Source: an optimization exercise on an open RTL-to-GDS flow (aim: small area). Production flows keep margins and buffers that such runs may drop. In this exercise RTL edits were held to simulation tests only and were not proved equivalent to the original. Power and IR drop assume default switching activity.

Setup of v44:
// change_heat
module change_heat(
	input clk,
	input rst,  
	input button1,  
	input button2,  
	input toggle_oven,
	input toggle_time_temp,
	input toggle_set,
	output reg [6:0] hex3,
	output reg [6:0] hex2,
	output reg [6:0] hex1,
	output reg [6:0] hex0,
	output reg temp_reached,
	output reg timer_reached);
	reg [7:0] lb; reg [8:0] lt; reg [9:0] lh;
	wire button_tick = (lb == 8'd205);
	wire timer_tick  = (lt == 9'd398);
	wire heat_tick   = (lh == 10'd278);
	always @(posedge clk) begin
		if (rst) begin
			lb <= 8'd50; lt <= 9'd72; lh <= 10'd780;
		end else begin
			lb <= button_tick ? 8'd18 : {lb[6:0], ~(lb[7]^lb[5]^lb[4]^lb[3])};
			lt <= timer_tick ? 9'd74 : {lt[7:0], ~(lt[8]^lt[4])};
			lh <= heat_tick ? 10'd844 : {lh[8:0], ~(lh[9]^lh[6])};
		end
	end
	reg [3:0] s;
	reg [3:0] d;
	reg [2:0] mt;
	reg [3:0] mo;
	wire set_time = button_tick && toggle_oven && !toggle_time_temp && !toggle_set;
	wire set_temp = button_tick && toggle_oven && toggle_time_temp && !toggle_set;
	always @(posedge clk) begin
		if (rst) begin
			s <= 0; d <= 0; mt <= 0; mo <= 0;
		end else if (set_time) begin
			if (!button1) begin
				if (s >= 4'd11) begin
					s <= 0;
					if (mt == 3'd6 && mo == 4'd3) begin mt <= 0; mo <= 0; end
  ...
clock: 16.0 ns
lec_check: 0
cap_margin: 20
core_margin: 2
core_utilization: 40
slew_margin: 20
run.sh (not shown) runs the stock make flow with config.mk's settings and CLKGATE_MAP_FILE= SYNTH_SCRIPT=/design/flow/synth_recipe.tcl, a recipe that flattens the netlist after the stock synthesis.
Edits applied to the flow inputs when going from v44 to v36:
==> flow/flow/run.sh (new file) <==
#!/bin/bash
# Own flow: the standard synthesis, then the combinational logic re-mapped
# for area (flip-flops untouched), then the standard layout steps.
set -euo pipefail
R=$PWD/orfs/results/$FLOW_PLATFORM/change_heat/base
LIB=$FLOW_HOME/platforms/$FLOW_PLATFORM/lib/sky130_fd_sc_hd__tt_025C_1v80.lib
bash standard.sh $R/1_2_yosys.v > synth.log 2>&1
cp $R/1_2_yosys.v $PWD/standard_synth.v
sed -e "s|LIBFILE|$LIB|g" -e "s|IN_NETLIST|$PWD/standard_synth.v|" \
    -e "s|OUT_NETLIST|$R/1_2_yosys.v|" -e "s|ABCSCRIPT|$PWD/flow/area.abc|" \
    flow/reopt.ys > reopt_run.ys
yosys -s reopt_run.ys > reopt.log 2>&1
bash standard.sh "BUFFER_PORTS_ARGS=-buffer_cell sky130_fd_sc_hd__buf_1" finish > layout.log 2>&1
==> flow/flow/area.abc (new file) <==
strash
dch -f
amap
topo
==> flow/flow/reopt.ys (new file) <==
# Re-map the combinational logic of the standard synthesis netlist for area.
# The flip-flops (and their instance names) are kept as they are.
read_liberty -ignore_miss_func LIBFILE
read_verilog IN_NETLIST
hierarchy -top change_heat
setattr -mod -set keep_hierarchy 1 sky130_fd_sc_hd__df* sky130_fd_sc_hd__edf* sky130_fd_sc_hd__sdf* sky130_fd_sc_hd__dl*
flatten
delete t:$scopeinfo
select change_heat
opt_clean
opt -fast
abc -liberty LIBFILE -dont_use *lpflow* -dont_use *probe* -script ABCSCRIPT
opt_clean -purge
hilomap -singleton -hicell sky130_fd_sc_hd__conb_1 HI -locell sky130_fd_sc_hd__conb_1 LO
insbuf -buf sky130_fd_sc_hd__buf_4 A X
splitnets
opt_clean -purge
select -clear
blackbox sky130_fd_sc_hd__*
write_verilog -noattr -nohex -nodec -selected OUT_NETLIST
==> flow/standard.sh (new file) <==
#!/bin/bash
# synth_recipe.tcl (not shown) runs the flow's synth.tcl, then flattens the netlist and writes it again
# the make line also repeats each setting of config.mk as NAME=value (left out here)
make -C /OpenROAD-flow-scripts/flow DESIGN_CONFIG=/design/flow/config.mk WORK_HOME=/design/flow/orfs CLKGATE_MAP_FILE= SYNTH_SCRIPT=/design/flow/synth_recipe.tcl "${@:-finish}"
removed: flow/run.sh
Results
Compare v36 and v44 | post-route core utilization lower: v44
Number of combinational gates with multiple inputs for v36: 84 down relative to v44
Compared with v44, v36 shows a number of global-route vias before repair that is about 9% lower.
Time the worst path needs with I/O delays and setup on v36 is up relative to v44.
| synthesized area | v36 vs v44 | better |
Status: power parity (v36, v44)
Overall die area, v36 and v44: larger value in v44
Comparing number of clock buffer instances in the layout for v36 and v44, the bigger number came from v36.
v36: clock skew is 0.0041 ns lower than what v44 reported.
Input-level comparison between v39 and v36:
==> flow/flow/run.sh <==
#!/bin/bash
# Own flow: the standard synthesis, then the combinational logic re-mapped
# for area (flip-flops untouched), then the standard layout steps.
set -euo pipefail
R=$PWD/orfs/results/$FLOW_PLATFORM/change_heat/base
LIB=$FLOW_HOME/platforms/$FLOW_PLATFORM/lib/sky130_fd_sc_hd__tt_025C_1v80.lib
ABC=${ABC:-area.abc}
bash standard.sh $R/1_2_yosys.v > synth.log 2>&1
cp $R/1_2_yosys.v $PWD/standard_synth.v
sed -e "s|LIBFILE|$LIB|g" -e "s|IN_NETLIST|$PWD/standard_synth.v|" \
    -e "s|OUT_NETLIST|$R/1_2_yosys.v|" -e "s|ABCSCRIPT|$PWD/flow/$ABC|" \
    flow/reopt.ys > reopt_run.ys
yosys -s reopt_run.ys > reopt.log 2>&1
CTS="${CTS:--sink_clustering_enable -repair_clock_nets -dont_use_dummy_load -buf_list sky130_fd_sc_hd__clkbuf_8}"
bash standard.sh "BUFFER_PORTS_ARGS=-buffer_cell sky130_fd_sc_hd__buf_1" "CTS_ARGS=$CTS" finish > layout.log 2>&1
==> flow/flow/area.abc <==
strash
&get -n
&deepsyn -T 60
&put
dch -f
amap
topo
[summary]
- v39 finished every stage and its layout cleared the timing, DRC and antenna checks.
- v39 vs. v36: total routed wire length on the met1 layer went down by 17%.
- Going from v36 to v39, number of non-clock buffers in the layout shrank by a little under 10%.
- Going from v36 to v39, wire length on met2 shrinks by 470 um.
- v39 gives less utilization than v36 did.
- Between v36 and v39, the final critical delay including setup and external delays is higher for v39.
- Taking v36 as the reference, in v39 final cell count without fillers shrank by 15%, synthesized cell count went down.
- When v39 is set beside v36, its reported combinational group power turns out to be 25% smaller.

-- what the ideal ports hide --
In the flow no input, the clock included, has a driving cell. The finished layouts below were timed again as built, in two steps.
Step 1 assumes that a clkbuf_16 drives the clock port and a buf_2 every other input.
Step 2, shift: input delay + t, output delay - t, t = (earliest + latest rising clock arrival at the registers) / 2. This alone moves slack from input paths to output paths.
a / b / c = ideal ports / drivers / drivers and shift; a / b = the first two.
| run | t (ns) | setup slack, ns | pins driven straight from the clock port |
|---|---|---|---|
| v44 | 0.403 | 6.444 / 6.393 / 6.393 | 1 |
| v36 | 0.400 | 6.115 / 6.086 / 6.086 | 1 |
| v39 | 0.415 | 5.249 / 5.214 / 5.214 | 1 |
After both steps setup and hold are still met in every run listed. The setup slack of v44, which loses most, moves by -0.051 ns with the drivers and by -0.051 ns with both steps.
